Source: an optimization exercise on an open RTL-to-GDS flow (aim: a short achievable clock period and few clock cycles). Production flows keep margins and buffers that such runs may drop. RTL that was checked went through simulation tests only; none was proved equivalent to the original. For runs 3 to 5, only the layout was checked, not whether the RTL still works. The clock cells of runs 2 and 3 come from the design's own scripts or RTL, not from TritonCTS. The clock input has no modelled driver; a real chip could not lean on it and would need a root buffer or a full tree. No activity file was given, so power comes from the tool's default toggle rates.

--- flow/config.mk ---
export PLATFORM = sky130hd
export DESIGN_NAME = MCU
export DESIGN_NICKNAME = MCU
export VERILOG_FILES = /design/flow/design.v
export SDC_FILE = /design/flow/constraint.sdc
export NUM_CORES = 4
export LEC_CHECK = 0
export ABC_CLOCK_PERIOD_IN_PS = 2000
export CAP_MARGIN = 20
export CORE_MARGIN = 2
export CORE_UTILIZATION = 40
export SLEW_MARGIN = 20
export SYNTH_HIERARCHICAL = 1
export TNS_END_PERCENT = 100
--- flow/constraint.sdc ---
create_clock -name core_clock -period 8.0 [get_ports {clk}]
set_input_delay 1.6000 -clock core_clock [delete_from_list [all_inputs] [get_ports {clk}]]
set_output_delay 1.6000 -clock core_clock [all_outputs]
set_load 0.01 [all_outputs]
--- flow/design.v ---
`timescale 1ns / 1ps
module MCU_add8(a, b, s, cout);
parameter CIN = 1'b0;
input  [7:0] a, b;
output [7:0] s;
output       cout;
wire [7:0] p0 = a ^ b;
wire       cin = CIN;
wire [7:0] g0 = (a & b) | {7'b0, p0[0] & cin};
wire [7:0] g1, p1, g2, p2, g3;
genvar i;
generate
  for (i = 0; i < 8; i = i + 1) begin : l1
    if (i >= 1) begin : x
      assign g1[i] = g0[i] | (p0[i] & g0[i-1]);
      assign p1[i] = p0[i] & p0[i-1];
    end else begin : y
      assign g1[i] = g0[i];
      assign p1[i] = p0[i];
    end
  end
  for (i = 0; i < 8; i = i + 1) begin : l2
    if (i >= 2) begin : x
      assign g2[i] = g1[i] | (p1[i] & g1[i-2]);
      assign p2[i] = p1[i] & p1[i-2];
    end else begin : y
      assign g2[i] = g1[i];
      assign p2[i] = p1[i];
    end
  end
  for (i = 0; i < 8; i = i + 1) begin : l3
    if (i >= 4) begin : x
      assign g3[i] = g2[i] | (p2[i] & g2[i-4]);
    end else begin : y
      assign g3[i] = g2[i];
    end
  end
endgenerate
assign s    = p0 ^ {g3[6:0], cin};
assign cout = g3[7];
endmodule
module MCU_alu(a, b, a2, b2, sh, mskl, mskr, op_add, op_sub, op_slt, op_and, op_or,
               op_xor, op_not, op_mov, op_shl, op_shr, op_ld, op_in,
               rdata, indata, res, zr, zall);
input  [7:0] a, b, a2, b2;
input  [2:0] sh;
input  [7:0] mskl, mskr;
input        op_add, op_sub, op_slt, op_and, op_or, op_xor, op_not, op_mov,
             op_shl, op_shr, op_ld, op_in;
input  [7:0] rdata, indata;
output [7:0] res;
output       zr;
output       zall;
wire [7:0] sum, diff, fast;
wire       c_add, c_sub;
MCU_add8 #(.CIN(1'b0)) u_add (.a(a), .b(b),  .s(sum),  .cout(c_add));
MCU_add8 #(.CIN(1'b1)) u_sub (.a(a), .b(~b), .s(diff), .cout(c_sub));
MCU_alufast u_fast (.a(a2), .b(b2), .sh(sh), .op_and(op_and), .op_or(op_or),
                    .op_xor(op_xor), .op_not(op_not), .op_mov(op_mov),
                    .op_shl(op_shl), .op_shr(op_shr), .y(fast));
MCU_resmix u_mix (.fast(fast), .sum(sum), .diff(diff), .c_sub(c_sub),
                  .op_add(op_add), .op_sub(op_sub), .op_slt(op_slt), .res(res));
MCU_aluzero u_zero (.a(a2), .b(b2), .mskl(mskl), .mskr(mskr), .c_sub(c_sub),
                    .op_add(op_add), .op_sub(op_sub), .op_slt(op_slt),
                    .op_and(op_and), .op_or(op_or), .op_xor(op_xor),
                    .op_not(op_not), .op_mov(op_mov), .op_shl(op_shl),
                    .op_shr(op_shr), .op_ld(op_ld), .op_in(op_in),
                    .rdata(rdata), .indata(indata), .zr(zr), .zall(zall));
endmodule
module MCU_alufast(a, b, sh, op_and, op_or, op_xor, op_not, op_mov, op_shl,
                   op_shr, y);
input  [7:0] a, b;
input  [2:0] sh;
input        op_and, op_or, op_xor, op_not, op_mov, op_shl, op_shr;
output [7:0] y;
wire [7:0] shl = a << sh;
wire [7:0] shr = a >> sh;
assign y = ({8{op_and}} & (a & b))
         | ({8{op_or}}  & (a | b))
         | ({8{op_xor}} & (a ^ b))
         | ({8{op_not}} & ~a)
         | ({8{op_mov}} & a)
         | ({8{op_shl}} & shl)
         | ({8{op_shr}} & shr);
endmodule
module MCU_resmix(fast, sum, diff, c_sub, op_add, op_sub, op_slt, res);
input  [7:0] fast, sum, diff;
input        c_sub, op_add, op_sub, op_slt;
output [7:0] res;
assign res = fast
           | ({8{op_add}} & sum)
           | ({8{op_sub}} & diff)
           | {7'b0, op_slt & ~c_sub};
endmodule
module MCU_aluzero(a, b, mskl, mskr, c_sub, op_add, op_sub, op_slt, op_and,
                   op_or, op_xor, op_not, op_mov, op_shl, op_shr, op_ld, op_in,
                   rdata, indata, zr, zall);
input  [7:0] a, b, mskl, mskr;
input        c_sub, op_add, op_sub, op_slt, op_and, op_or, op_xor, op_not,
             op_mov, op_shl, op_shr, op_ld, op_in;
input  [7:0] rdata, indata;
output       zr, zall;
wire z_add = ~|((a ^ b) ^ {a[6:0] | b[6:0], 1'b0});
wire z_eq  = ~|(a ^ b);
assign zr = (op_add & z_add)
          | (op_sub & z_eq)
          | (op_and & ~|(a & b))
          | (op_or  & ~|(a | b))
          | (op_xor & z_eq)
          | (op_not & (&a))
          | (op_mov & ~|a)
          | (op_shl & ~|(a & mskl))
          | (op_shr & ~|(a & mskr));
assign zall = zr
            | (op_slt & c_sub)
            | (op_ld  & ~|rdata)
            | (op_in  & ~|indata);
endmodule
module MCU_opsel(res, rdata, indata, oth, s_res, s_ld, s_in, s_oth, y);
input  [7:0] res, rdata, indata, oth;
input        s_res, s_ld, s_in, s_oth;
output [7:0] y;
assign y = ({8{s_res}} & res) | ({8{s_ld}} & rdata) | ({8{s_in}} & indata)
         | ({8{s_oth}} & oth);
endmodule
`timescale 1ns / 1ps
module MCU_pcsel(ra, rd, ri, t, p1, p2, jra, jrd, jri, e1, e2, e3, e4, z, bok, c0, c1, k1);
input  [7:0] ra, rd, ri, t, p1, p2;
input        jra, jrd, jri, e1, e2, e3, e4, z, bok;
output [7:0] c0, c1;
output       k1;
wire jr = jra | jrd | jri;
wire taken = e1 | (e2 & z) | (e3 & ~z);
wire fix   = e4 & z;              
wire [7:0] r = ({8{jra}} & ra) | ({8{jrd}} & rd) | ({8{jri}} & ri);
assign c0 = r | ({8{~jr}} & ((taken | fix) ? t : p1));
assign c1 = ~bok ? c0 : (r | ({8{~jr}} & ((taken | fix) ? t : p2)));
assign k1 = bok & (jr | taken) & ~fix;
endmodule
module MCU_bsel(b, c0, c1, k1, pc, kill);
input  [7:0] c0, c1;
input        b, k1;
output [7:0] pc;
output       kill;
assign pc   = b ? c1 : c0;
assign kill = b & k1;
endmodule
module MCU_isbr(op, y);
input  [4:0] op;
output       y;
assign y = (op[4:1] == 4'b0101) | (op == 5'b01100) | (op[4:1] == 4'b1001);
endmodule
`timescale 1ns / 1ps
module MCU(clk,reset,imem_addr,imem_data,dmem_addr,dmem_we,dmem_wdata,dmem_rdata,
           in_data,out_we,out_addr,out_data);
input clk,reset;
output [7:0] imem_addr;
input [16:0] imem_data;
output [7:0] dmem_addr;
output dmem_we;
output [7:0] dmem_wdata;
input [7:0] dmem_rdata;
input [7:0] in_data;
output out_we;
output [7:0] out_addr, out_data;
localparam [4:0] OP_ADD = 5'b00001, OP_ANI = 5'b00010, OP_ADI = 5'b00011,
                 OP_SUB = 5'b00100, OP_SLT = 5'b00101, OP_NOT = 5'b00110,
                 OP_LD  = 5'b00111, OP_ST  = 5'b01000, OP_MOV = 5'b01001,
                 OP_JMP = 5'b01010, OP_JMR = 5'b01011, OP_JML = 5'b01100,
                 OP_ORI = 5'b01101, OP_XOR = 5'b01110, OP_SHL = 5'b01111,
                 OP_SHR = 5'b10001, OP_BZ  = 5'b10010, OP_BNZ = 5'b10011,
                 OP_IN  = 5'b10100, OP_OUT = 5'b10101;
reg [7:0]  pc_f;         
reg        kill_f;       
reg [16:0] ir_d;         
reg [7:0]  pc1_d;        
reg        kill_d;       
reg [7:0]  a_ex, b_ex;   
reg [7:0]  a2_ex, b2_ex;   
reg [7:0]  q_addr;       
reg [7:0]  q_wdata;      
reg [2:0]  sh_ex;
reg [7:0]  mskl_ex, mskr_ex;   
reg [2:0]  da_ex;
reg        rw_ex, mw_ex, out_ex;
reg        add_ex, sub_ex, slt_ex, and_ex, or_ex, xor_ex, not_ex, mov_ex,
           shl_ex, shr_ex, ld_ex, in_ex;
reg        bz_ex, bnz_ex, jr_ex, jpc_ex;
reg        pend_ex;      
reg [7:0]  t_ex;         
reg [7:0]  t1_ex;        
reg        az_ex;        
reg        fc_v;         
reg [7:0]  fc_key;       
reg [7:0]  fc_s;         
reg [7:0]  fc_t;         
reg [7:0]  fc_x3;        
reg [2:0]  fc_r;         
reg        fc_pol;       
reg        fold_f;       
reg        fold_v;       
reg        fv_pred;      
reg        pf_en;        
reg [7:0]  pf_key, pf_s, pf_t, pf_x3;
reg [2:0]  pf_r;
reg        pf_pol;
reg        fw_a_r, fw_e_r, fslowa_r, fslowe_r, frfz_r;
reg        pz_a;         
reg        pone_a;       
reg [7:0]  rf [1:7];
reg        rfz [1:7];    
wire [7:0] alu_ex;       
wire [7:0] res_ex;       
wire       zr_ex, zall_ex;
MCU_alu u_alu (.a(a_ex), .b(b_ex), .a2(a2_ex), .b2(b2_ex), .sh(sh_ex), .mskl(mskl_ex), .mskr(mskr_ex),
               .op_add(add_ex), .op_sub(sub_ex), .op_slt(slt_ex), .op_and(and_ex),
               .op_or(or_ex), .op_xor(xor_ex), .op_not(not_ex), .op_mov(mov_ex),
               .op_shl(shl_ex), .op_shr(shr_ex), .op_ld(ld_ex), .op_in(in_ex),
               .rdata(dmem_rdata), .indata(in_data), .res(alu_ex), .zr(zr_ex), .zall(zall_ex));
MCU_opsel u_wb (.res(alu_ex), .rdata(dmem_rdata), .indata(in_data), .oth(8'd0),
                .s_res(~ld_ex & ~in_ex), .s_ld(ld_ex), .s_in(in_ex), .s_oth(1'b0),
                .y(res_ex));
assign dmem_addr  = q_addr;
assign dmem_wdata = q_wdata;
assign dmem_we    = mw_ex;
assign out_addr   = q_addr;
assign out_data   = q_wdata;
assign out_we     = out_ex;
always @(posedge clk)
  if (rw_ex && da_ex != 3'd0) begin
    rf[da_ex]  <= res_ex;
    rfz[da_ex] <= zall_ex;
  end
wire a_ex_zero = az_ex;
wire ex_cond   = (bz_ex & a_ex_zero) | (bnz_ex & ~a_ex_zero);
wire ex_taken  = jpc_ex | jr_ex | ex_cond;
wire take_ex   = kill_d & ex_taken;         
wire recover   = pend_ex & ex_cond;         
wire [4:0] op  = ir_d[16:12];
wire [2:0] da  = ir_d[11:9];
wire [2:0] aa  = ir_d[8:6];
wire [2:0] ba  = ir_d[5:3];
wire [5:0] im  = ir_d[5:0];
wire [2:0] sh  = ir_d[2:0];
reg d_add, d_sub, d_slt, d_and, d_or, d_xor, d_not, d_mov, d_shl, d_shr, d_ld, d_in, d_st, d_out, d_jmp, d_jml, d_jmr, d_bz, d_bnz, d_isbr, d_rw, d_imm, d_sext, d_link, d_dec;
wire [7:0] imm = {{2{d_sext & im[5]}}, im};
wire [7:0] rf_a = (aa == 3'd0) ? 8'd0 : rf[aa];
wire [7:0] rf_b = (ba == 3'd0) ? 8'd0 : rf[ba];
wire ex_wr = rw_ex && (da_ex != 3'd0);
wire fwd_a = ex_wr && (da_ex == aa) && !d_link;
wire fwd_b = ex_wr && (da_ex == ba) && !d_imm;
wire [7:0] a_oth = d_link ? pc1_d : rf_a;
wire [7:0] b_oth = d_imm ? imm : rf_b;
wire fa_res = fwd_a & ~ld_ex & ~in_ex, fa_ld = fwd_a & ld_ex, fa_in = fwd_a & in_ex;
wire fb_res = fwd_b & ~ld_ex & ~in_ex, fb_ld = fwd_b & ld_ex, fb_in = fwd_b & in_ex;
wire [7:0] a_val, a2_val, qa_val, b_val, b2_val, qd_val;
MCU_opsel u_sa  (.res(alu_ex), .rdata(dmem_rdata), .indata(in_data), .oth(a_oth),
                 .s_res(fa_res), .s_ld(fa_ld), .s_in(fa_in), .s_oth(~fwd_a), .y(a_val));
MCU_opsel u_sa2 (.res(alu_ex), .rdata(dmem_rdata), .indata(in_data), .oth(a_oth),
                 .s_res(fa_res), .s_ld(fa_ld), .s_in(fa_in), .s_oth(~fwd_a), .y(a2_val));
MCU_opsel u_sqa (.res(alu_ex), .rdata(dmem_rdata), .indata(in_data), .oth(a_oth),
                 .s_res(fa_res), .s_ld(fa_ld), .s_in(fa_in), .s_oth(~fwd_a), .y(qa_val));
MCU_opsel u_sb  (.res(alu_ex), .rdata(dmem_rdata), .indata(in_data), .oth(b_oth),
                 .s_res(fb_res), .s_ld(fb_ld), .s_in(fb_in), .s_oth(~fwd_b), .y(b_val));
MCU_opsel u_sb2 (.res(alu_ex), .rdata(dmem_rdata), .indata(in_data), .oth(b_oth),
                 .s_res(fb_res), .s_ld(fb_ld), .s_in(fb_in), .s_oth(~fwd_b), .y(b2_val));
MCU_opsel u_sqd (.res(alu_ex), .rdata(dmem_rdata), .indata(in_data), .oth(b_oth),
                 .s_res(fb_res), .s_ld(fb_ld), .s_in(fb_in), .s_oth(~fwd_b), .y(qd_val));
wire [7:0] t_rel = pc1_d + {{2{im[5]}}, im};
wire       rf_a_zero = pz_a;
wire [2:0] fr   = fc_r;
wire fw_a   = fw_a_r;
wire fw_e   = fw_e_r;
wire fslowa = fslowa_r;
wire fslowe = fslowe_r;
wire unfold = fold_f & (fslowa | fslowe);
wire [7:0] rf_one;
assign rf_one[0] = 1'b0;
genvar gi;
generate
  for (gi = 1; gi < 8; gi = gi + 1) begin : one
    assign rf_one[gi] = (rf[gi] == 8'd1);
  end
endgenerate
wire fdec   = fold_f & fw_a & d_dec & ~fwd_a;
wire fdecz  = pone_a;
wire fpred  = fold_f & fw_a & ~fslowa & ~fdec;      
wire fexe   = fold_f & ~fw_a & fw_e & ~fslowe;      
wire frfz   = frfz_r;
wire fexr   = fold_f & ~fw_a & ~fw_e;               
wire frecover = fold_v & zr_ex;
wire kill_cur = recover | unfold;                   
wire dv    = ~kill_f & ~kill_cur;           
wire defer = fwd_a & (ld_ex | in_ex | slt_ex);   
wire d_pend = dv & (d_bz | d_bnz) & defer;
wire jr = dv & d_jmr & fwd_a;
wire e1 = take_ex | recover | unfold
        | (fpred & fc_pol)
        | (fexr & (fc_pol ? ~frfz : frfz))
        | (fdec & (fc_pol ? ~fdecz : fdecz))
        | (dv & (d_jmp | d_jml | (d_jmr & ~fwd_a)))
        | (dv & ~fwd_a & ((d_bz & rf_a_zero) | (d_bnz & ~rf_a_zero)));
wire e2 = (dv & fwd_a & ~defer & d_bz) | (fexe & ~fc_pol);
wire e3 = (dv & fwd_a & ~defer & d_bnz) | (fexe & fc_pol);
wire [7:0] t = unfold ? fc_s - 8'd2
             : fold_v ? (fv_pred ? fc_x3 : fc_t)
             : fold_f ? fc_t
             : recover ? (d_isbr ? t1_ex : t_ex)
             : take_ex ? (jr_ex ? a2_ex : t_ex)
             : (dv & d_jmr) ? rf_a
             : t_rel;
wire [4:0] fop = imem_data[16:12];
wire n_add = (fop == OP_ADD) | (fop == OP_ADI);
wire n_sub = (fop == OP_SUB);
wire n_slt = (fop == OP_SLT);
wire n_and = (fop == OP_ANI);
wire n_or  = (fop == OP_ORI);
wire n_xor = (fop == OP_XOR);
wire n_not = (fop == OP_NOT);
wire n_mov = (fop == OP_MOV) | (fop == OP_JML);
wire n_shl = (fop == OP_SHL);
wire n_shr = (fop == OP_SHR);
wire n_ld  = (fop == OP_LD);
wire n_in  = (fop == OP_IN);
wire n_st  = (fop == OP_ST);
wire n_out = (fop == OP_OUT);
wire n_jmp = (fop == OP_JMP);
wire n_jml = (fop == OP_JML);
wire n_jmr = (fop == OP_JMR);
wire n_bz  = (fop == OP_BZ);
wire n_bnz = (fop == OP_BNZ);
wire n_isbr = n_jmp | n_jml | n_jmr | n_bz | n_bnz;
wire n_rw  = n_add | n_sub | n_slt | n_and | n_or | n_xor | n_not | n_mov |
             n_shl | n_shr | n_ld | n_in;
wire n_imm  = (fop == OP_ANI) | (fop == OP_ORI) | (fop == OP_ADI);
wire n_sext = (fop == OP_ADI);
wire n_link = n_jmp | n_jml;        
wire [2:0] faa = imem_data[8:6];
wire fw_a_n = n_rw & (imem_data[11:9] == fc_r) & (fc_r != 3'd0);
wire fw_e_n = d_rw & (da == fc_r) & (fc_r != 3'd0);
wire f_exw = ex_wr & (da_ex == faa);      
wire n_dec  = (fop == OP_ADI) & (imem_data[5:0] == 6'h3F) & ~f_exw;
wire f_br;
MCU_isbr u_isbr (.op(fop), .y(f_br));
wire [7:0] pc_p1 = pc_f + 8'd1;
wire [7:0] pc_p2 = pc_f + 8'd2;
wire fhit = fc_v & (pc_f == fc_key) & ~kill_f & ~kill_d & ~fold_f & ~fold_v &
            ~take_ex & ~recover & ~d_isbr & ~pf_en;
wire [7:0] p1 = fhit ? fc_s : fold_f ? fc_x3 : pc_p1;
wire ffill = dv & (d_bz | d_bnz) & ~defer & im[5] & ~f_br;
wire [7:0] pc_nxt;
wire       kill_nxt;
wire [7:0] pc_c0, pc_c1;
wire       pc_k1;
MCU_pcsel u_pcsel (.ra(alu_ex), .rd(dmem_rdata), .ri(in_data), .t(t), .p1(p1), .p2(pc_p2),
                   .jra(jr & ~ld_ex & ~in_ex), .jrd(jr & ld_ex), .jri(jr & in_ex),
                   .e1(e1), .e2(e2), .e3(e3), .e4(fold_v), .z(zr_ex), .bok(~kill_f & ~kill_cur),
                   .c0(pc_c0), .c1(pc_c1), .k1(pc_k1));
MCU_bsel u_bsel (.b(f_br), .c0(pc_c0), .c1(pc_c1), .k1(pc_k1), .pc(pc_nxt),
                 .kill(kill_nxt));
assign imem_addr = pc_f;
wire kd = kill_f | kill_cur | frecover;    
always @(posedge clk or negedge reset)
begin
  if (!reset) begin
    pc_f    <= 8'd0;
    kill_f  <= 1'b0;
    ir_d    <= 17'd0;
    d_add <= 1'b0;
    d_sub <= 1'b0;
    d_slt <= 1'b0;
    d_and <= 1'b0;
    d_or <= 1'b0;
    d_xor <= 1'b0;
    d_not <= 1'b0;
    d_mov <= 1'b0;
    d_shl <= 1'b0;
    d_shr <= 1'b0;
    d_ld <= 1'b0;
    d_in <= 1'b0;
    d_st <= 1'b0;
    d_out <= 1'b0;
    d_jmp <= 1'b0;
    d_jml <= 1'b0;
    d_jmr <= 1'b0;
    d_bz <= 1'b0;
    d_bnz <= 1'b0;
    d_isbr <= 1'b0;
    d_rw <= 1'b0;
    d_imm <= 1'b0;
    d_sext <= 1'b0;
    d_link <= 1'b0;
    d_dec <= 1'b0;
    kill_d  <= 1'b0;
    rw_ex   <= 1'b0;
    mw_ex   <= 1'b0;
    out_ex  <= 1'b0;
    add_ex  <= 1'b0; sub_ex <= 1'b0; slt_ex <= 1'b0; and_ex <= 1'b0;
    or_ex   <= 1'b0; xor_ex <= 1'b0; not_ex <= 1'b0; mov_ex <= 1'b0;
    shl_ex  <= 1'b0; shr_ex <= 1'b0; ld_ex  <= 1'b0; in_ex  <= 1'b0;
    bz_ex   <= 1'b0; bnz_ex <= 1'b0; jr_ex  <= 1'b0; jpc_ex <= 1'b0;
    pend_ex <= 1'b0;
    fc_v    <= 1'b0;
    fold_f  <= 1'b0;
    fold_v  <= 1'b0;
    pf_en   <= 1'b0;
  end else begin
    pc_f    <= pc_nxt;
    kill_f  <= kill_nxt;
    ir_d    <= (kill_f | kill_cur | frecover) ? 17'd0 : imem_data;
    d_add <= kd ? 1'b0 : n_add;
    d_sub <= kd ? 1'b0 : n_sub;
    d_slt <= kd ? 1'b0 : n_slt;
    d_and <= kd ? 1'b0 : n_and;
    d_or <= kd ? 1'b0 : n_or;
    d_xor <= kd ? 1'b0 : n_xor;
    d_not <= kd ? 1'b0 : n_not;
    d_mov <= kd ? 1'b0 : n_mov;
    d_shl <= kd ? 1'b0 : n_shl;
    d_shr <= kd ? 1'b0 : n_shr;
    d_ld <= kd ? 1'b0 : n_ld;
    d_in <= kd ? 1'b0 : n_in;
    d_st <= kd ? 1'b0 : n_st;
    d_out <= kd ? 1'b0 : n_out;
    d_jmp <= kd ? 1'b0 : n_jmp;
    d_jml <= kd ? 1'b0 : n_jml;
    d_jmr <= kd ? 1'b0 : n_jmr;
    d_bz <= kd ? 1'b0 : n_bz;
    d_bnz <= kd ? 1'b0 : n_bnz;
    d_isbr <= kd ? 1'b0 : n_isbr;
    d_rw <= kd ? 1'b0 : n_rw;
    d_imm <= kd ? 1'b0 : n_imm;
    d_sext <= kd ? 1'b0 : n_sext;
    d_link <= kd ? 1'b0 : n_link;
    d_dec <= kd ? 1'b0 : n_dec;
    kill_d  <= kill_f | kill_cur | frecover;
    fold_f  <= fhit & ~f_br;
    fold_v  <= fpred;
    pf_en   <= ffill;
    if (pf_en) fc_v <= 1'b1;
    rw_ex   <= d_rw;
    mw_ex   <= d_st;
    out_ex  <= d_out;
    add_ex  <= d_add; sub_ex <= d_sub; slt_ex <= d_slt; and_ex <= d_and;
    or_ex   <= d_or;  xor_ex <= d_xor; not_ex <= d_not; mov_ex <= d_mov;
    shl_ex  <= d_shl; shr_ex <= d_shr; ld_ex  <= d_ld;  in_ex  <= d_in;
    bz_ex   <= d_bz;  bnz_ex <= d_bnz; jr_ex  <= d_jmr; jpc_ex <= d_jmp | d_jml;
    pend_ex <= d_pend;
  end
end
always @(posedge clk)
begin
  pc1_d   <= pc_p1;
  fw_a_r   <= fw_a_n;
  fw_e_r   <= fw_e_n;
  fslowa_r <= fw_a_n & (n_ld | n_in | n_slt);
  fslowe_r <= ~fw_a_n & fw_e_n & (d_ld | d_in | d_slt);
  frfz_r   <= (fc_r == 3'd0) ? 1'b1 : (ex_wr & (da_ex == fc_r)) ? zall_ex : rfz[fc_r];
  pz_a    <= (faa == 3'd0) ? 1'b1 : f_exw ? zall_ex : rfz[faa];
  pone_a  <= (faa != 3'd0) & rf_one[faa];
  fv_pred <= fc_pol;
  pf_key  <= pc1_d - 8'd2;
  pf_s    <= pc_f;
  pf_t    <= t_rel;
  pf_x3   <= pc_p1;
  pf_r    <= aa;
  pf_pol  <= d_bnz;
  if (pf_en) begin
    fc_key <= pf_key;
    fc_s   <= pf_s;
    fc_t   <= pf_t;
    fc_x3  <= pf_x3;
    fc_r   <= pf_r;
    fc_pol <= pf_pol;
  end
  da_ex   <= da;
  a_ex    <= a_val;
  b_ex    <= b_val;
  a2_ex   <= a2_val;
  b2_ex   <= b2_val;
  q_addr  <= qa_val;
  q_wdata <= qd_val;
  sh_ex   <= sh;
  mskl_ex <= 8'hFF >> sh;
  mskr_ex <= 8'hFF << sh;
  t_ex    <= t_rel;
  az_ex   <= d_link ? (pc1_d == 8'd0) : fwd_a ? zall_ex : rf_a_zero;
  t1_ex   <= t_rel + 8'd1;
end
endmodule
--- flow/flow/run.sh ---
#!/bin/bash
set -euo pipefail
bash standard.sh SETUP_SLACK_MARGIN=5.5 MATCH_CELL_FOOTPRINT=0 \
  "BUFFER_PORTS_ARGS=-buffer_cell sky130_fd_sc_hd__buf_4" finish > standard_flow.log 2>&1
--- flow/standard.sh ---
#!/bin/bash
# synth_recipe.tcl (not shown) runs the flow's synth.tcl, then flattens the netlist and writes it again
# the make line also repeats each setting of config.mk as NAME=value (left out here)
make -C /OpenROAD-flow-scripts/flow DESIGN_CONFIG=/design/flow/config.mk WORK_HOME=/design/flow/orfs CLKGATE_MAP_FILE= SYNTH_SCRIPT=/design/flow/synth_recipe.tcl "${@:-finish}"
==> run notes, run 1 <==
grt ovf=0; Ys Warns=7; Worst setup SP type=flip-flop; Post-Syn Area=16200 um2; PwrDens=roughly 260 nW/um2; vias in the first global route=between 10000 and 15000; Cell Count, Final, Fillers Out=2224; CTS tree=yes; # rows=73; Initial Utilization=around two fifths; area of the multi-input gates=a little over 9000 um2; Final Cycle Share=between 30% and 40%; # diodes=0; placed insts=~2000; CORE AREA=~40000 um2; Hold Worst Slack=0.351 ns; GRT met2 Usage=41.2%; Cells after Synth=about 1500; maximum clock frequency=between 300 and 400 MHz; Routed Antenna Nets=0; IO Port Bufs=76; Routability Congestion=roughly 0.96; routed len/inst=24.8 um; Tmin final=about 2.9 ns; vias per cell=just over 6; Max VDD drop=~0.18 mV; Iteration-0 DRC Markers=approximately 1400; hold path cells=0; fill cell count=approximately 3400; Slew @ Worst Pin=approximately 1.1 ns; CP Class=flip-flop to flip-flop; fin nets=around 1800; register area=~7200 um2; remaining routing DRC violations=0; reg-to-reg slack, setup=around 5 ns; CP Max Fanout=5; Fin. Hold Viols=0; unrepaired setup endpoints after global routing=true; detailed placement HPWL=about 36 mm; PnR worst setup slack=around 5.1 ns; Die W=just over 200 um; Pre-antenna DRT Iters=14; Place WS=approximately 4.2 ns; status=no timing/DRC/antenna violations; hold_sp=d_out$_DFF_PN0_; routed wire length=between 50 and 60 mm; Post-Syn Area per Cell=10.6 um2; first-pass GRT wire length=between 80 and 90 mm; hold-critical path endpoint=out_ex$_DFF_PN0_; Reg-to-Reg End=pc_f[5]$_DFF_PN0_; cts bufs inserted=31; r2r startpoint=ir_d[7]$_DFF_PN0_; Slew HR=29.1%; GR Util met3=between 4 and 5%; grt met1 use=around a third; Most Crowded Layer GR=met2; Setup violations, final=0; Pwr Total=around 5.4 mW; die area=about 42000 um2; clk slew on worst S/H paths=0.07 ns; Slew Viols, Final=0; clock skew=between 0.01 and 0.015 ns; share of cells above drive strength 1=a little under two fifths; clk root buf=clkbuf_16; CP required=between 8 and 9 ns; initial antenna violation count=1; Placed Area=approximately 17000 um2; GRT Util Overall=about a quarter; min-delay worst type=flip-flop to flip-flop; H-tree depth=1; Fin Setup TNS=0 ns; Longest Clk Path Bufs=3; Ports=between 70 and 80; largest net degree at the start of global routing=72; Post-Layout Inst Area=approximately 21000 um2; clock sinks=284; area delta synth->final=26.7%; Arr. time, crit path=about 3.4 ns; CP Capture Type=flip-flop; DR vias=about 13000; r2r worst-path depth=9; die span in y=205 um; Worst-Skew Late Latency=0.58 ns; leakage power total=around 8.1 nW; max_cap viols=0; post-layout util=roughly half
[layout by cell type (no fill, tap or decap), drive strengths merged, types with 15 or more instances in the layout]
cell,instances
nor3,29
a211oi,18
clkbuf,43
edfxtp,99
nand2b,15
a21oi,40
mux2,40
xnor2,46
a222oi,15
mux2i,62
nor2,81
nor2b,16
inv,91
mux4,16
nand3,26
dfxtp,114
o21ai,41
nor4,30
a22oi,116
ha,60
buf,215
nand2,130
xor2,34
o211ai,15
dfrtp,71
and2,17
nand4,23
[report_power, final]
part / total, mW / internal, mW / switching [mW]
sequential: 2.01 / 1.75 / 0.253
combinational: 1.89 / 0.908 / 0.985
clock: 1.54 / 0.921 / 0.617
[registers in the layout, indices dropped and copies added (netlist names), 7 cells and up]
name,count
a2_ex,8
pf_x3,8
pf_s,8
pc_f,8
a_ex,8
pf_key,8
ir_d,12
fc_s,8
mskr_ex,7
q_addr,8
b_ex,8
rfz,7
fc_t,8
t1_ex,8
pf_t,8
q_wdata,8
fc_key,8
b2_ex,8
fc_x3,8
rf,56
[worst max path at each step]
| stage | cells after the start | start | endpoint | slack [ns] |
|---|---|---|---|---|
| floorplan | 15 | ir_d[7]$_DFF_PN0_ | pc_f[5]$_DFF_PN0_ | 4.84 |
| global placement | 10 | ir_d[7]$_DFF_PN0_ | pc_f[5]$_DFF_PN0_ | 4.20 |
| detailed placement | 10 | a2_ex[6]$_DFF_P_ | d_jmp$_DFF_PN0_ | 4.23 |
| CTS | 10 | ir_d[6]$_DFF_PN0_ | pc_f[0]$_DFF_PN0_ | 5.09 |
| global route | 10 | d_link$_DFF_PN0_ | pc_f[0]$_DFF_PN0_ | 4.98 |
| finish | 9 | ir_d[7]$_DFF_PN0_ | pc_f[5]$_DFF_PN0_ | 5.08 |
[worst max-delay path, cell delays in order, from the launching register on]
cell and delay [ns]:
dfrtp_4 0.53, buf_4 0.17, nor2b_1 0.19, a221oi_1 0.67, nor4_4 0.12, a2111oi_4 0.42
o41ai_2 0.15, nand4_1 0.15, o311ai_2 0.12, mux2_4 0.27
[repair_timing]
item                                    in CTS  in global routing
endpoints found under the setup margin     210                200
hold buffers                                 0                  0
buffers inserted                            96                 29
pin swaps                                   84                 72
cloned                                       2                  1
resized for setup                          289                125
[per-layer routing]
layer  part of all wire [%]  up-vias
li1                       -     5970
met1                     41     6647
met2                     47      672
met3                    8.1      149
met4                    4.4        0
met5                      0        -
[area by class of cell]
type                       count  share of cell area, %
clock inverter                17                   1.11
sequential                   284                   34.9
multi-input combinational   1052                   45.0
tap                          525                   3.20
inverter                      88                   1.67
timing repair buffer         217                   9.91
clock buffer                  41                   4.20
Testbench counts, summed over its fixed seeds: cycles 134,013.
==> run 2: changes to the inputs <==
==> flow/flow/run.sh (replaced) <==
#!/bin/bash
# The standard layout (standard.sh: the standard synthesis, floorplan,
# placement, CTS and routing) with these changes:
#  - ports are buffered with buf_4 (later resized) instead of delay cells;
#  - the clock tree is two levels of clkbuf_16 (four, then twelve) (flow/manual_cts.tcl,
#    sourced by ORFS's cts.tcl in place of TritonCTS).
# The SDC and the clock period are unchanged.
set -euo pipefail
bash standard.sh SETUP_SLACK_MARGIN=5.5 MATCH_CELL_FOOTPRINT=0 \
  "BUFFER_PORTS_ARGS=-buffer_cell sky130_fd_sc_hd__buf_4" \
  "PRE_CTS_TCL=$PWD/flow/manual_cts.tcl" finish > standard_flow.log 2>&1
==> flow/flow/manual_cts.tcl (new file) <==
# Sourced by ORFS's cts.tcl before it builds the clock tree (PRE_CTS_TCL).
# Replaces TritonCTS with a two-level tree of clkbuf_16: the clock port
# drives four buffers, one at the centre of each quarter of the flip-flops;
# each drives three leaf buffers, one at the centre of each third of its
# quarter, which drive the flip-flops.  Everything else in cts.tcl (timing
# repair, detailed placement) runs as usual.
proc mcts_centre { g } {
  set sx 0; set sy 0
  foreach s $g { incr sx [lindex $s 1]; incr sy [lindex $s 2] }
  return [list [expr { $sx / [llength $g] }] [expr { $sy / [llength $g] }]]
}

proc mcts_split { g k idx } {
  set srt [lsort -integer -index $idx $g]
  set n [llength $srt]
  set out {}
  for { set i 0 } { $i < $k } { incr i } {
    set a [expr { ($n * $i) / $k }]
    set b [expr { ($n * ($i + 1)) / $k - 1 }]
    lappend out [lrange $srt $a $b]
  }
  return $out
}

proc mcts_buffer { block master name in_net xy } {
  set inst [odb::dbInst_create $block $master $name]
  set net [odb::dbNet_create $block "net_$name"]
  $net setSigType CLOCK
  [$inst findITerm A] connect $in_net
  [$inst findITerm X] connect $net
  $inst setLocation [lindex $xy 0] [lindex $xy 1]
  $inst setPlacementStatus PLACED
  return $net
}

proc clock_tree_synthesis { args } {
  set block [ord::get_db_block]
  set master [[ord::get_db] findMaster sky130_fd_sc_hd__clkbuf_16]
  set clk [$block findNet clk]
  $clk setSigType CLOCK
  set sinks {}
  foreach it [$clk getITerms] {
    if { [$it isInputSignal] } {
      set bb [[$it getInst] getBBox]
      lappend sinks [list $it [expr { ([$bb xMin] + [$bb xMax]) / 2 }] \
        [expr { ([$bb yMin] + [$bb yMax]) / 2 }]]
    }
  }
  puts "manual_cts: [llength $sinks] clock sinks"
  set quarters {}
  foreach half [mcts_split $sinks 2 1] {
    foreach q [mcts_split $half 2 2] { lappend quarters $q }
  }
  set i 0
  foreach q $quarters {
    set c [mcts_centre $q]
    set n1 [mcts_buffer $block $master "clkbuf_m_$i" $clk $c]
    puts "manual_cts: clkbuf_m_$i at $c"
    set j 0
    foreach leaf [mcts_split $q 3 [expr { 1 + $i % 2 }]] {
      set lc [mcts_centre $leaf]
      set n2 [mcts_buffer $block $master "clkbuf_m_${i}_$j" $n1 $lc]
      foreach s $leaf {
        set it [lindex $s 0]
        $it disconnect
        $it connect $n2
      }
      puts "manual_cts: clkbuf_m_${i}_$j at $lc drives [llength $leaf] sinks"
      incr j
    }
    incr i
  }
  set_propagated_clock [all_clocks]
}
==> run 2 against run 1 <==
Still clean; die area unchanged; wire length decreased by 0.83%; critical path depth increased by 1; global-route usage decreased by 0.74 points; total power decreased by 14%; sequential cell count unchanged; first-iteration DRC count increased by 1.1%; sequential power about the same; synthesized area unchanged; synthesized cell count unchanged; critical path type unchanged; critical endpoint is now pc_f[0]$_DFF_PN0_.
==> run notes, run 2 <==
Fin. Hold Viols=0; CP Capture Type=flip-flop; Ys Warns=7; max FFs per register=between 50 and 60; grt ovf=0; CP required=8.26 ns; share of cells above drive strength 1=36.7%; PwrDens=approximately 240 nW/um2; unrepaired setup endpoints after global routing=true; vias per cell=6.09; Routability Congestion=between 0.9 and 1; Slew HR=27.4%; Routed Antenna Nets=0; Die W=205 um; routed len/inst=around 25 um; post-layout util=about half; maximum clock frequency=between 300 and 400 MHz; cell family with most CP delay=simple AND/OR/NAND/NOR gates; leakage power total=slightly below 8 nW; status=no timing/DRC/antenna violations; Ports=77; number of cells on the critical path=10; Largest Register=rf; detailed placement HPWL=~36 mm; CP Class=flip-flop to flip-flop; Initial Utilization=between 40 and 50%; Pre-antenna DRT Iters=7; Final Cycle Share=37.1%; Post-Syn Area per Cell=~11 um2; largest net degree at the start of global routing=slightly above 70; GRT Util Overall=between 20% and 30%; Setup violations, final=0; reg-to-reg slack, setup=5.03 ns; Slew Viols, Final=0; Cells after Synth=between 1500 and 2000; clk slew on worst S/H paths=around 0.11 ns; Critical path buffers and inverters=1; slowest cell on the critical path=or4b_4; vias in the first global route=between 10000 and 15000; Post-Syn Area=approximately 16000 um2; max_cap viols=0; fill cell count=3474; hold path cells=0; initial antenna violation count=2; min-delay worst type=flip-flop to flip-flop; Arr. time, crit path=approximately 3.2 ns; CORE AREA=around 40000 um2; most frequent cells in the layout=168 x buf_4, 114 x nand2_1, 99 x edfxtp_1; area of the multi-input gates=just over 9000 um2; routed wire length=54.7 mm; # rows=73; Crit path largest cell delay=0.56 ns; leading cell type in the layout, fill and taps excluded=buf_4; Worst-Skew Late Latency=between 0.3 and 0.4 ns; fin nets=approximately 1800; r2r worst-path depth=10; cts hold-fix bufs=0; Slew @ Worst Pin=1.09 ns; clock skew=approximately 0.029 ns; CP Max Fanout=8; Max VDD drop=0.131 mV; IO Port Bufs=76; Fin Setup TNS=0 ns; remaining routing DRC violations=0; largest registers=rf (56), ir_d (12); first-pass GRT wire length=between 80 and 90 mm; Worst setup SP type=flip-flop; CP Cell Sequence=inv_4 > ha_4 > xnor2_2 > nor4_4 > a211oi_2 > nand4_1 > or4b_4 > and2_4 > o311ai_1 > mux2_4; Iteration-0 DRC Markers=roughly 1400; register area=roughly 7200 um2; area delta synth->final=23.1%; Tmin final=approximately 3 ns; die span in y=just over 200 um; # diodes=0; DR vias=about 13000; die area=between 40000 and 50000 um2
run 2: where the power goes:
part           switching (mW)  internal (mW)  leakage, nW
logic                   0.976          0.916         4.88
registers               0.256           1.75         2.78
clock network           0.437          0.362        0.197
total                    1.67           3.03         7.85
run 2: final timing paths:
path | start | to
setup / recovery | a2_ex[1]$_DFF_P_ | pc_f[0]$_DFF_PN0_
hold / removal | d_out$_DFF_PN0_ | out_ex$_DFF_PN0_
setup reg to reg | a2_ex[1]$_DFF_P_ | pc_f[0]$_DFF_PN0_
hold reg to reg | d_out$_DFF_PN0_ | out_ex$_DFF_PN0_
max in group asynchronous | reset | ir_d[1]$_DFF_PN0_
min in group asynchronous | reset | ir_d[8]$_DFF_PN0_
run 2: area by class of cell:
cell class              instances  area share (%)
multi-input cells            1052            46.6
inverters                      88            1.73
flip-flops and latches        284            35.8
plain buffers                  16            2.01
well taps                     525            3.29
repair buffers                230            10.5
run 2: what timing repair did:
action | in CTS | in global routing
endpoints found under the setup margin | 176 | 164
resized for setup | 282 | 127
setup buffers | 113 | 25
pin swaps | 100 | 63
gates cloned | 2 | 1
run 2: worst register-to-register path, delay by kind of cell, from the launching register on:
kind / cells / cell delay, ns
AND/OR/NAND/NOR: 4 / 1.40
multiplexers: 1 / 0.20
AO/OA/AOI/OAI: 2 / 0.44
adder cells (fa/ha/maj): 1 / 0.24
flip-flops: 1 / 0.42
XOR/XNOR: 1 / 0.15
buffers and inverters: 1 / 0.05
run 2: per-layer routing:
metal  wire length, um  GRT usage [%]
met3              4070           3.45
met5                 0              0
met2             25800           40.8
met1             22600           33.9
met4              2270           8.92
run 2: metrics by stage:
step / hold WS, ns / instances / instance area, um2 / total power, mW / setup slack, ns
floorplan: 0.331 / 1539 / 16300 / 2.89 / 4.84
global placement: 0.338 / 2038 / 16800 / 3.36 / 4.20
detailed placement: 0.338 / 2038 / 16800 / 3.39 / 4.23
CTS: 0.355 / 2169 / 19200 / 4.54 / 5.10
global route: 0.387 / 2195 / 20000 / 4.90 / 4.98
finish: 0.355 / 2195 / 20000 / 4.70 / 5.03
==> run 3: changes to the inputs <==
--- a/flow/design.v
+++ b/flow/design.v
@@ -124,18 +124,40 @@
          | ({8{s_oth}} & oth);
 endmodule
 `timescale 1ns / 1ps
-module MCU_pcsel(ra, rd, ri, t, p1, p2, jra, jrd, jri, e1, e2, e3, e4, z, bok, c0, c1, k1);
+module MCU_pcsel(ra, rd, ri, t, p1, p2, jra, jrd, jri, e1, e2, e3, e4, bok,
+                 c00, c01, c10, c11, k0, k1);
 input  [7:0] ra, rd, ri, t, p1, p2;
-input        jra, jrd, jri, e1, e2, e3, e4, z, bok;
-output [7:0] c0, c1;
-output       k1;
+input        jra, jrd, jri, e1, e2, e3, e4, bok;
+output [7:0] c00, c01, c10, c11;    
+output       k0, k1;                
 wire jr = jra | jrd | jri;
-wire taken = e1 | (e2 & z) | (e3 & ~z);
-wire fix   = e4 & z;              
+wire tk0 = e1 | e3;                 
+wire tk1 = e1 | e2;                 
+wire fx1 = e4;                      
+assign c00 = tk0 ? t : p1;
+assign c10 = (tk1 | fx1) ? t : p1;
+assign c01 = ~bok ? c00 : (tk0 ? t : p2);
+assign c11 = ~bok ? c10 : ((tk1 | fx1) ? t : p2);
+assign k0 = bok & (jr | tk0);
+assign k1 = bok & (jr | tk1) & ~fx1;
+endmodule
+module MCU_jsel(ra, rd, ri, jra, jrd, jri, c0, c1, j0, j1);
+input  [7:0] ra, rd, ri, c0, c1;
+input        jra, jrd, jri;
+output [7:0] j0, j1;
+wire       jr = jra | jrd | jri;
 wire [7:0] r = ({8{jra}} & ra) | ({8{jrd}} & rd) | ({8{jri}} & ri);
-assign c0 = r | ({8{~jr}} & ((taken | fix) ? t : p1));
-assign c1 = ~bok ? c0 : (r | ({8{~jr}} & ((taken | fix) ? t : p2)));
-assign k1 = bok & (jr | taken) & ~fix;
+assign j0 = r | ({8{~jr}} & c0);
+assign j1 = r | ({8{~jr}} & c1);
+endmodule
+module MCU_zsel(z, c00, c01, c10, c11, k0, k1, c0, c1, k);
+input        z, k0, k1;
+input  [7:0] c00, c01, c10, c11;
+output [7:0] c0, c1;
+output       k;
+assign c0 = z ? c10 : c00;
+assign c1 = z ? c11 : c01;
+assign k  = z ? k1 : k0;
 endmodule
 module MCU_bsel(b, c0, c1, k1, pc, kill);
 input  [7:0] c0, c1;
@@ -205,6 +227,8 @@
 reg [2:0]  pf_r;
 reg        pf_pol;
 reg        fw_a_r, fw_e_r, fslowa_r, fslowe_r, frfz_r;
+reg        fwd_a_r, fwd_b_r;
+reg [7:0]  pa, pb, pt;
 reg        pz_a;         
 reg        pone_a;       
 reg [7:0]  rf [1:7];
@@ -244,11 +268,11 @@
 wire [2:0] sh  = ir_d[2:0];
 reg d_add, d_sub, d_slt, d_and, d_or, d_xor, d_not, d_mov, d_shl, d_shr, d_ld, d_in, d_st, d_out, d_jmp, d_jml, d_jmr, d_bz, d_bnz, d_isbr, d_rw, d_imm, d_sext, d_link, d_dec;
 wire [7:0] imm = {{2{d_sext & im[5]}}, im};
-wire [7:0] rf_a = (aa == 3'd0) ? 8'd0 : rf[aa];
-wire [7:0] rf_b = (ba == 3'd0) ? 8'd0 : rf[ba];
+wire [7:0] rf_a = pa;     
+wire [7:0] rf_b = pb;     
 wire ex_wr = rw_ex && (da_ex != 3'd0);
-wire fwd_a = ex_wr && (da_ex == aa) && !d_link;
-wire fwd_b = ex_wr && (da_ex == ba) && !d_imm;
+wire fwd_a = fwd_a_r;    
+wire fwd_b = fwd_b_r;    
 wire [7:0] a_oth = d_link ? pc1_d : rf_a;
 wire [7:0] b_oth = d_imm ? imm : rf_b;
 wire fa_res = fwd_a & ~ld_ex & ~in_ex, fa_ld = fwd_a & ld_ex, fa_in = fwd_a & in_ex;
@@ -266,7 +290,7 @@
                  .s_res(fb_res), .s_ld(fb_ld), .s_in(fb_in), .s_oth(~fwd_b), .y(b2_val));
 MCU_opsel u_sqd (.res(alu_ex), .rdata(dmem_rdata), .indata(in_data), .oth(b_oth),
                  .s_res(fb_res), .s_ld(fb_ld), .s_in(fb_in), .s_oth(~fwd_b), .y(qd_val));
-wire [7:0] t_rel = pc1_d + {{2{im[5]}}, im};
+wire [7:0] t_rel = pt;     
 wire       rf_a_zero = pz_a;
 wire [2:0] fr   = fc_r;
 wire fw_a   = fw_a_r;
@@ -336,9 +360,13 @@
 wire n_sext = (fop == OP_ADI);
 wire n_link = n_jmp | n_jml;        
 wire [2:0] faa = imem_data[8:6];
+wire fwd_a_n = d_rw & (da != 3'd0) & (da == imem_data[8:6]) & ~n_link;
+wire fwd_b_n = d_rw & (da != 3'd0) & (da == imem_data[5:3]) & ~n_imm;
 wire fw_a_n = n_rw & (imem_data[11:9] == fc_r) & (fc_r != 3'd0);
 wire fw_e_n = d_rw & (da == fc_r) & (fc_r != 3'd0);
 wire f_exw = ex_wr & (da_ex == faa);      
+wire [2:0] fba = imem_data[5:3];
+wire f_exwb = ex_wr & (da_ex == fba);
 wire n_dec  = (fop == OP_ADI) & (imem_data[5:0] == 6'h3F) & ~f_exw;
 wire f_br;
 MCU_isbr u_isbr (.op(fop), .y(f_br));
@@ -350,13 +378,21 @@
 wire ffill = dv & (d_bz | d_bnz) & ~defer & im[5] & ~f_br;
 wire [7:0] pc_nxt;
 wire       kill_nxt;
-wire [7:0] pc_c0, pc_c1;
+wire [7:0] pc_c0, pc_c1, pc_c00, pc_c01, pc_c10, pc_c11;
+wire       pc_k0, pc_k1z;
 wire       pc_k1;
 MCU_pcsel u_pcsel (.ra(alu_ex), .rd(dmem_rdata), .ri(in_data), .t(t), .p1(p1), .p2(pc_p2),
                    .jra(jr & ~ld_ex & ~in_ex), .jrd(jr & ld_ex), .jri(jr & in_ex),
-                   .e1(e1), .e2(e2), .e3(e3), .e4(fold_v), .z(zr_ex), .bok(~kill_f & ~kill_cur),
-                   .c0(pc_c0), .c1(pc_c1), .k1(pc_k1));
-MCU_bsel u_bsel (.b(f_br), .c0(pc_c0), .c1(pc_c1), .k1(pc_k1), .pc(pc_nxt),
+                   .e1(e1), .e2(e2), .e3(e3), .e4(fold_v), .bok(~kill_f & ~kill_cur),
+                   .c00(pc_c00), .c01(pc_c01), .c10(pc_c10), .c11(pc_c11),
+                   .k0(pc_k0), .k1(pc_k1z));
+MCU_zsel u_zsel (.z(zr_ex), .c00(pc_c00), .c01(pc_c01), .c10(pc_c10), .c11(pc_c11),
+                 .k0(pc_k0), .k1(pc_k1z), .c0(pc_c0), .c1(pc_c1), .k(pc_k1));
+wire [7:0] pc_j0, pc_j1;
+MCU_jsel u_jsel (.ra(alu_ex), .rd(dmem_rdata), .ri(in_data),
+                 .jra(jr & ~ld_ex & ~in_ex), .jrd(jr & ld_ex), .jri(jr & in_ex),
+                 .c0(pc_c0), .c1(pc_c1), .j0(pc_j0), .j1(pc_j1));
+MCU_bsel u_bsel (.b(f_br), .c0(pc_j0), .c1(pc_j1), .k1(pc_k1), .pc(pc_nxt),
                  .kill(kill_nxt));
 assign imem_addr = pc_f;
 wire kd = kill_f | kill_cur | frecover;    
@@ -367,6 +403,8 @@
     kill_f  <= 1'b0;
     ir_d    <= 17'd0;
     d_add <= 1'b0;
+    fwd_a_r <= 1'b0;
+    fwd_b_r <= 1'b0;
     d_sub <= 1'b0;
     d_slt <= 1'b0;
     d_and <= 1'b0;
@@ -409,6 +447,8 @@
     kill_f  <= kill_nxt;
     ir_d    <= (kill_f | kill_cur | frecover) ? 17'd0 : imem_data;
     d_add <= kd ? 1'b0 : n_add;
+    fwd_a_r <= kd ? 1'b0 : fwd_a_n;
+    fwd_b_r <= kd ? 1'b0 : fwd_b_n;
     d_sub <= kd ? 1'b0 : n_sub;
     d_slt <= kd ? 1'b0 : n_slt;
     d_and <= kd ? 1'b0 : n_and;
@@ -456,6 +496,9 @@
   fslowa_r <= fw_a_n & (n_ld | n_in | n_slt);
   fslowe_r <= ~fw_a_n & fw_e_n & (d_ld | d_in | d_slt);
   frfz_r   <= (fc_r == 3'd0) ? 1'b1 : (ex_wr & (da_ex == fc_r)) ? zall_ex : rfz[fc_r];
+  pa      <= (faa == 3'd0) ? 8'd0 : f_exw ? res_ex : rf[faa];
+  pb      <= (fba == 3'd0) ? 8'd0 : f_exwb ? res_ex : rf[fba];
+  pt      <= pc_p1 + {{2{imem_data[5]}}, imem_data[5:0]};
   pz_a    <= (faa == 3'd0) ? 1'b1 : f_exw ? zall_ex : rfz[faa];
   pone_a  <= (faa != 3'd0) & rf_one[faa];
   fv_pred <= fc_pol;
==> run 3 against run 2 <==
Wire length grew 5.9%; global-route usage shrank 0.83 points; die area grew 9.7%; clock power grew 6.1%; worst hold slack lost 0.0025 ns; synthesized area grew 9.9%; sequential cell count grew 34.
==> run notes, run 3 <==
Fin Setup TNS=0 ns; Post-Syn Area=between 15000 and 20000 um2; Routed Antenna Nets=0; Worst setup SP type=flip-flop; Initial Utilization=between 40% and 50%; largest net degree at the start of global routing=61; Slew @ Worst Pin=about 1.1 ns; Int Pwr=approximately 3.5 mW; max FFs per register=64; Placed Area=18600 um2; Arr. time, crit path=3.25 ns; cell family with most CP delay=compound AO/OA/AOI/OAI gates; Post-Layout Inst Area=about 22000 um2; Cells after Synth=1638; initial antenna violation count=2; Iteration-0 DRC Markers=about 1300; clk slew on worst S/H paths=~0.11 ns; Largest Register=rf; first-pass GRT wire length=between 80 and 90 mm; vias per cell=just under 6; detailed placement HPWL=38.7 mm; Logic pwr share=41.6%; # rows=77; area delta synth->final=23.3%; Setup violations, final=0; Post-Syn Area per Cell=between 10 and 15 um2; Tmin final=about 3.0 ns; status=no timing/DRC/antenna violations; GRT Util Overall=around a quarter; max_cap viols=0; clock share of power=approximately 16%; NetSw=roughly 1.9 mW; Worst-Skew Late Latency=0.33 ns; Ports=77; CP Class=flip-flop to flip-flop; Die W=around 220 um; vias in the first global route=around 14000; Switching Fraction=a little over a third; Slew HR=between 20% and 30%; unrepaired setup endpoints after global routing=true; min-delay worst type=flip-flop to flip-flop; CP Cell Sequence=buf_12 > o21a_4 > a2111o_2 > mux2_2 > o2111ai_2 > a31oi_1 > o31ai_1 > o21ai_1 > mux2_4 > inv_1 > o21ai_1 > mux2_4; leading cell type in the layout, fill and taps excluded=buf_4; clock skew=about 0.034 ns; IO Port Bufs=76; most frequent cells in the layout=138 x buf_4, 113 x dfxtp_1, 107 x edfxtp_1; Seq pwr share=42.5%; routed wire length=between 50 and 60 mm; maximum clock frequency=between 300 and 400 MHz; die span in y=roughly 220 um; CP Max Fanout=8; Slew Viols, Final=0; PwrDens=243 nW/um2; CP required=just over 8 ns; Pre-antenna DRT Iters=6; Ys Warns=7; Routability Congestion=0.890; die area=roughly 46000 um2; share of cells above drive strength 1=37.3%; Critical path buffers and inverters=2; DR vias=14004; routed len/inst=roughly 24 um; largest registers=rf (64), ir_d (12); Fin. Hold Viols=0; leakage power total=8.65 nW; Crit path largest cell delay=just under 0.6 ns; CP Capture Type=flip-flop; Max VDD drop=approximately 0.12 mV; CORE AREA=approximately 44000 um2; remaining routing DRC violations=0; Final Cycle Share=a little under two fifths; fin nets=roughly 1900; slowest cell on the critical path=a2111o_2; grt ovf=0
## run 3: cell types whose count changed in the layout (fill, tap and decap cells not counted), sizes merged, moves of 9 or more
cell / before / now
xnor2: 46 / 55
nand4: 23 / 12
and3: 11 / 25
nand2: 130 / 108
and2: 17 / 8
mux4: 16 / 34
o21ai: 41 / 93
inv: 88 / 118
dfxtp: 114 / 138
mux2: 40 / 76
## run 3: area by class of cell
cell class | instances | area (um2)
fillers | 3933 | 22200
multi-input cells | 1107 | 10100
flip-flops and latches | 318 | 7900
repair buffers | 225 | 2360
well taps | 592 | 741
inverters | 119 | 463
plain buffers | 16 | 400
repair inverters | 1 | 5.00
diodes | 2 | 5.00
## run 3: worst register-to-register path, cell delays in order (launching register included)
cell and delay, ns:
dfrtp_2 0.45, buf_12 0.14, o21a_4 0.14, a2111o_2 0.58, mux2_2 0.36, o2111ai_2 0.20
a31oi_1 0.15, o31ai_1 0.13, o21ai_1 0.14, mux2_4 0.27, inv_1 0.05, o21ai_1 0.06
mux2_4 0.26
## run 3: repair_timing
action,CTS,global route
hold buffers,0,0
gates resized for setup,263,132
buffers inserted,109,26
pin swaps,96,68
gates cloned,12,1
setup endpoints to repair,202,174
## run 3: path summary, 6_finish.rpt
check	startpoint	to	slack, ns	cells after the start
max in group asynchronous	reset	pf_en$_DFF_PN0_	5.95	2
setup reg to reg	fold_f$_DFF_PN0_	pc_f[6]$_DFF_PN0_	4.98	12
hold reg to reg	ir_d[7]$_DFF_PN0_	pf_r[1]$_DFF_P_	0.35	0
min in group asynchronous	reset	pc_f[5]$_DFF_PN0_	1.14	1
hold / removal	ir_d[7]$_DFF_PN0_	pf_r[1]$_DFF_P_	0.35	0
setup / recovery	fold_f$_DFF_PN0_	pc_f[6]$_DFF_PN0_	4.98	12
## run 3: power groups by stage
stage          sequential (mW)  combinational (mW)  clock [mW]
6_report                  2.27                2.22       0.848
5_1_grt                   2.29                2.40       0.902
4_1_cts                   2.27                2.00       0.848
3_5_place_dp              2.34                1.60           0
3_3_place_gp              2.34                1.58           0
2_1_floorplan             2.16                1.23           0
## run 3: per-layer routing
metal	wire, um	GRT usage, %	part of all wire (%)	vias up
met3	3120	1.61	5.4	115
met1	24400	32.6	42	7000
met5	0	0	0	-
li1	-	-	-	6291
met4	1830	6.37	3.2	0
met2	28600	42.0	49	598
## run 3: metrics by stage
stage                     hold slack, ns  worst slack, ns  cells  power, mW  utilization [%]
after floorplan                    0.324             5.05   1655       3.38                -
after global placement             0.327             4.18   2214       3.92             42.2
after detailed placement           0.329             4.19   2214       3.95             42.2
after CTS                          0.353             4.94   2351       5.12             48.0
after global routing               0.361             4.82   2378       5.59             49.8
final                              0.352             4.98   2380       5.34             49.8
==> run 4: changes to the inputs <==
==> flow/flow/run.sh (replaced) <==
#!/bin/bash
set -euo pipefail
bash standard.sh SETUP_SLACK_MARGIN=5.5 MATCH_CELL_FOOTPRINT=0 \
  "BUFFER_PORTS_ARGS=-buffer_cell sky130_fd_sc_hd__buf_4" finish > standard_flow.log 2>&1
removed: flow/flow/manual_cts.tcl
==> run 4 against run 3 <==
Still clean on timing, DRC and antenna; worst setup slack gained 0.0080 ns; utilization grew 1.9 points; synthesized area did not move; sequential power is essentially flat; combinational power hardly changed; sequential share of layout area shrank 1.2 points; final cell count up 1.8%; largest cell class unchanged.
==> run notes, run 4 <==
maximum clock frequency=332 MHz; clk slew on worst S/H paths=0.06 ns; initial antenna violation count=1; status=no timing/DRC/antenna violations; Pre-antenna DRT Iters=5; cts hold-fix bufs=0; max_cap viols=0; max FFs per register=64; clk root buf=clkbuf_16; Tmin final=~3.0 ns; GRT Util Overall=24.8%; CP Launch Point=pc_f[6]$_DFF_PN0_; Slew Viols, Final=0; routed wire length=59.1 mm; fin nets=roughly 1900; Setup violations, final=0; Post-Syn Area=between 15000 and 20000 um2; Slew HR=approximately 23%; CP Class=flip-flop to flip-flop; Arr. time, crit path=3.45 ns; Hold Worst Slack=around 0.34 ns; Worst setup SP type=flip-flop; Largest Register=rf; PnR worst setup slack=approximately 5 ns; CP Capture Type=flip-flop; clock sinks=318; PwrDens=approximately 270 nW/um2; CP Cell Sequence=xor2_2 > nor4_4 > nand3_2 > nor4_4 > buf_12 > mux2_4 > mux2i_4 > o21ai_2 > mux2_4 > inv_2 > o21ai_1 > mux2_4; # rows=77; remaining routing DRC violations=0; Ys Warns=7; Final Cycle Share=37.7%; CP Max Fanout=7; clock skew=between 0.015 and 0.02 ns; CP required=8.44 ns; share of cells above drive strength 1=39.3%; grt ovf=0; cts bufs inserted=37; IO Port Bufs=76; Iteration-0 DRC Markers=~1400; first-pass GRT wire length=about 88 mm; die area=about 46000 um2; leakage power total=~9 nW; DR vias=around 14000; Crit path largest cell delay=0.49 ns; Cells after Synth=1638; unrepaired setup endpoints after global routing=true; Fin Setup TNS=0 ns; area delta synth->final=27.9%; Initial Utilization=roughly 40%; fill cell count=3866; largest net degree at the start of global routing=~60; Routed Antenna Nets=0; leading cell type in the layout, fill and taps excluded=buf_4; Die W=between 200 and 250 um; routed len/inst=between 20 and 25 um; Worst-Skew Late Latency=about 0.56 ns; Ports=a little under 80; most frequent cells in the layout=113 x buf_4, 107 x edfxtp_1, 101 x inv_1; Fin. Hold Viols=0; slowest cell on the critical path=dfrtp_2; Slew @ Worst Pin=between 1 and 1.5 ns; Longest Clk Path Bufs=3; vias per cell=between 5 and 6; hold_sp=ir_d[8]$_DFF_PN0_; CP dominant cell by count=mux2_4; detailed placement HPWL=between 30 and 40 mm; Post-Syn Area per Cell=10.9 um2; CORE AREA=approximately 44000 um2; r2r startpoint=pc_f[6]$_DFF_PN0_; min-delay worst type=flip-flop to flip-flop; Place WS=4.19 ns; vias in the first global route=around 14000; CTS tree=yes; Pwr Total=6.27 mW; H-tree depth=2; Routability Congestion=around 0.9; die span in y=215 um; largest registers=rf (64), ir_d (12); Max VDD drop=around 0.28 mV
## run 4: what timing repair did
item	CTS	global route
pin swaps	83	78
resized for setup	264	145
setup buffers	91	37
endpoints found under the setup margin	233	201
cloned	8	3
## run 4: power by group
group	switching [mW]	internal [mW]	total [mW]
Combinational	1.09	1.12	2.22
Sequential	0.317	1.98	2.30
Clock	0.695	1.06	1.75
## run 4: final cells by class
type / instances / area (um2) / area share (%)
diodes: 1 / 2.50 / 0.0110
clock buffers: 55 / 1130 / 4.98
inverters: 119 / 457 / 2.00
repair inverters: 1 / 5.00 / 0.0220
repair buffers: 218 / 2280 / 10.0
clock inverters: 13 / 133 / 0.582
multi-input cells: 1105 / 10100 / 44.4
well taps: 592 / 741 / 3.25
flip-flops and latches: 318 / 7920 / 34.7
## run 4: path summary, 6_finish.rpt
path,to,slack (ns),depth (start not counted)
worst min-delay path,pf_r[2]$_DFF_P_,0.34,0
worst max-delay path,pc_f[4]$_DFF_PN0_,4.98,12
min in group asynchronous,fold_f$_DFF_PN0_,0.92,1
worst min register to register,pf_r[2]$_DFF_P_,0.34,0
max in group asynchronous,pf_en$_DFF_PN0_,5.93,2
worst max register to register,pc_f[4]$_DFF_PN0_,4.98,12
## run 4: metrics by stage
stage	instances	instance area, um2	utilization, %
2_1_floorplan	1655	18200	-
3_3_place_gp	2214	18600	42.2
3_5_place_dp	2214	18600	42.2
4_1_cts	2381	21800	49.3
5_1_grt	2421	22800	51.6
6_report	2422	22800	51.7
## run 4: critical path: cells and delay by family (launching register included)
kind	cells	cell delay, ns
xor+xnor	1	0.18
mux	4	1.06
flops	1	0.49
simple gates	3	0.78
buf+inv	2	0.24
compound gates	2	0.14
## run 4: layer usage
metal	track usage [%]	vias up	routed length, um
met5	0	-	0
met4	9.17	0	2430
met3	4.13	147	3640
met2	41.2	573	28300
met1	32.7	7011	24800
li1	-	6365	-
==> run 5: changes to the inputs <==
--- a/flow/design.v
+++ b/flow/design.v
@@ -193,6 +193,7 @@
                  OP_SHR = 5'b10001, OP_BZ  = 5'b10010, OP_BNZ = 5'b10011,
                  OP_IN  = 5'b10100, OP_OUT = 5'b10101;
 reg [7:0]  pc_f;         
+reg [7:0]  pc_o;         
 reg        kill_f;       
 reg [16:0] ir_d;         
 reg [7:0]  pc1_d;        
@@ -394,12 +395,17 @@
                  .c0(pc_c0), .c1(pc_c1), .j0(pc_j0), .j1(pc_j1));
 MCU_bsel u_bsel (.b(f_br), .c0(pc_j0), .c1(pc_j1), .k1(pc_k1), .pc(pc_nxt),
                  .kill(kill_nxt));
-assign imem_addr = pc_f;
+wire [7:0] pc_nxt_o;
+wire       kill_nxt_o;
+MCU_bsel u_bsel_o (.b(f_br), .c0(pc_j0), .c1(pc_j1), .k1(pc_k1), .pc(pc_nxt_o),
+                   .kill(kill_nxt_o));
+assign imem_addr = pc_o;
 wire kd = kill_f | kill_cur | frecover;    
 always @(posedge clk or negedge reset)
 begin
   if (!reset) begin
     pc_f    <= 8'd0;
+    pc_o    <= 8'd0;
     kill_f  <= 1'b0;
     ir_d    <= 17'd0;
     d_add <= 1'b0;
@@ -444,6 +450,7 @@
     pf_en   <= 1'b0;
   end else begin
     pc_f    <= pc_nxt;
+    pc_o    <= pc_nxt_o;
     kill_f  <= kill_nxt;
     ir_d    <= (kill_f | kill_cur | frecover) ? 17'd0 : imem_data;
     d_add <= kd ? 1'b0 : n_add;
==> run 5 against run 4 <==
Non-clock buffer count up 3; synthesized area increased by 1.9%; synthesized cell count is 1.0% higher; die area up 1.8%; register-to-register slack worse by 0.03 ns; largest cell class unchanged; largest power group unchanged.
==> run notes, run 5 <==
status=no timing/DRC/antenna violations; r2r worst-path depth=14; most frequent cells in the layout=114 x buf_4, 107 x edfxtp_1, 99 x inv_1, 99 x dfxtp_1, 88 x nand2_1; Fin. Hold Viols=0; Pre-antenna DRT Iters=6; clock sinks=~330; Ys Warns=7; cts bufs inserted=37; # rows=between 70 and 80; CP Cell Sequence=inv_2 > inv_2 > ha_4 > fa_2 > nor2b_4 > o21ai_2 > a21oi_2 > a211oi_2 > xnor2_1 > a221o_2 > a222oi_1 > buf_4 > o21ai_2 > mux2_4; GRT Util Overall=approximately 24%; Die W=217 um; Iteration-0 DRC Markers=~1600; Ports=77; Setup violations, final=0; clk root buf=clkbuf_16; die area=47100 um2; Seq pwr share=between 30% and 40%; hold path cells=0; cts hold-fix bufs=0; number of cells on the critical path=14; CP Max Fanout=3; Cell Count, Final, Fillers Out=between 2000 and 2500; area delta synth->final=27.0%; Tmin final=3.04 ns; Worst setup SP type=flip-flop; maximum clock frequency=~330 MHz; slowest cell on the critical path=a221o_2; routed wire length=around 58 mm; CP Class=flip-flop to flip-flop; PwrDens=272 nW/um2; placed insts=~2200; IO Port Bufs=76; Arr. time, crit path=roughly 3.5 ns; Int Pwr=between 4 and 5 mW; routed len/inst=~24 um; remaining routing DRC violations=0; # diodes=0; DR vias=roughly 14000; largest registers=rf (64), ir_d (12); Max VDD drop=between 0.15 and 0.2 mV; clk slew on worst S/H paths=0.06 ns; vias per cell=a little under 6; Routed Antenna Nets=0; Cells after Synth=1655; Longest Clk Path Bufs=3; Pwr Total=6.26 mW; Reg-to-Reg End=pc_f[6]$_DFF_PN0_; hold_sp=ir_d[8]$_DFF_PN0_; Crit path largest cell delay=~0.39 ns; vias in the first global route=~14000; Largest Register=rf; Routability Congestion=just over 0.9; largest net degree at the start of global routing=65; r2r startpoint=b_ex[0]$_DFF_P_; hold-critical path endpoint=pf_r[2]$_DFF_P_; Post-Syn Area=between 15000 and 20000 um2; reg-to-reg slack, setup=4.96 ns; CP Launch Point=b_ex[0]$_DFF_P_; share of cells above drive strength 1=just over 40%; Logic pwr share=roughly a third; Slew Viols, Final=0; leading cell type in the layout, fill and taps excluded=buf_4; Fin Setup TNS=0 ns; Placed Area=roughly 19000 um2; max FFs per register=between 60 and 70; NetSw=~2.1 mW; Switching Fraction=between 30% and 40%; Slew HR=around 8.4%; H-tree depth=2; clock skew=approximately 0.037 ns; post-layout util=about half; cell family with most CP delay=compound AO/OA/AOI/OAI gates; unrepaired setup endpoints after global routing=true; CTS tree=yes; max_cap viols=0; min-delay worst type=flip-flop to flip-flop; Slew @ Worst Pin=1.37 ns; Post-Layout Inst Area=23100 um2; fin nets=approximately 1900; leakage power total=around 9.1 nW; Post-Syn Area per Cell=11.0 um2; Worst-Skew Late Latency=~0.57 ns; Critical path buffers and inverters=3; CP Capture Type=flip-flop; CP required=approximately 8.4 ns; detailed placement HPWL=~38 mm; first-pass GRT wire length=just under 90 mm; Initial Utilization=a little over 40%; Final Cycle Share=around two fifths; initial antenna violation count=0; clock share of power=between 20% and 30%; grt ovf=0; die span in y=217 um; CORE AREA=45100 um2
## run 5: power groups by stage
stage                     Combinational, mW  Clock, mW  Sequential, mW
after floorplan                        1.27          0            2.22
after global placement                 1.61          0            2.37
after detailed placement               1.65          0            2.38
after CTS                              2.05       1.75            2.33
after global routing                   2.38       1.81            2.36
final                                  2.21       1.71            2.34
## run 5: metal layers
layer | GRT usage, % | up-vias | part of all wire, %
li1 | - | 6413 | -
met1 | 32.1 | 7007 | 42
met2 | 38.8 | 626 | 46
met3 | 4.14 | 160 | 6.8
met4 | 10.8 | 2 | 4.7
met5 | 0 | - | 0.15
## run 5: layout make-up
class | count | area [um2]
Inverter | 119 | 464
Multi-Input combinational cell | 1114 | 10300
Timing Repair Buffer | 221 | 2230
Clock buffer | 50 | 1020
Sequential cell | 326 | 8110
Fill cell | 3964 | 22000
Clock inverter | 18 | 225
Timing Repair inverter | 1 | 5.00
Tap cell | 600 | 751
## run 5: repair_timing
item	4_1_cts	5_1_grt
pin swaps	91	108
endpoints found under the setup margin	238	222
setup buffers	106	29
gates resized for setup	289	135
gates cloned	6	1
## run 5: through the flow
step,worst slack [ns],hold WS [ns]
after global placement,4.10,0.326
after floorplan,5.05,0.324
after global routing,4.82,0.349
after CTS,4.98,0.343
after detailed placement,4.06,0.329
final,4.96,0.340
## run 5: how the worst max path moves through the flow
stage / slack (ns) / endpoint
finish: 4.96 / pc_f[6]$_DFF_PN0_
global route: 4.82 / pc_f[6]$_DFF_PN0_
CTS: 4.98 / pc_f[6]$_DFF_PN0_
detailed placement: 4.06 / pc_o[4]$_DFF_PN0_
global placement: 4.10 / pc_o[4]$_DFF_PN0_
floorplan: 5.05 / pz_a$_SDFF_PN1_

-- re-timing with driven ports --
How much do the figures lean on ideal ports? The routed layouts below were timed once more, with nothing changed but the port constraints. Step 1: set_driving_cell puts a clkbuf_16 on clk and a buf_2 on each other input, an assumption about the parent block. Step 2 also shifts input and output timing later by t, the mid clock arrival at the registers, as if the neighbouring blocks saw the same clock. Slacks: ideal ports / drivers / drivers and shift; pairs: ideal ports / drivers.
run | t, ns | setup WS [ns]
run 1 | 0.630 | 5.079 / 5.079 / 4.825
run 2 | 0.417 | 5.034 / 5.034 / 5.021
run 3 | 0.431 | 4.977 / 4.977 / 4.808
run 4 | 0.603 | 4.985 / 4.948 / 4.792
run 5 | 0.607 | 4.959 / 4.959 / 4.882
After both steps setup and hold are still met in every run listed.
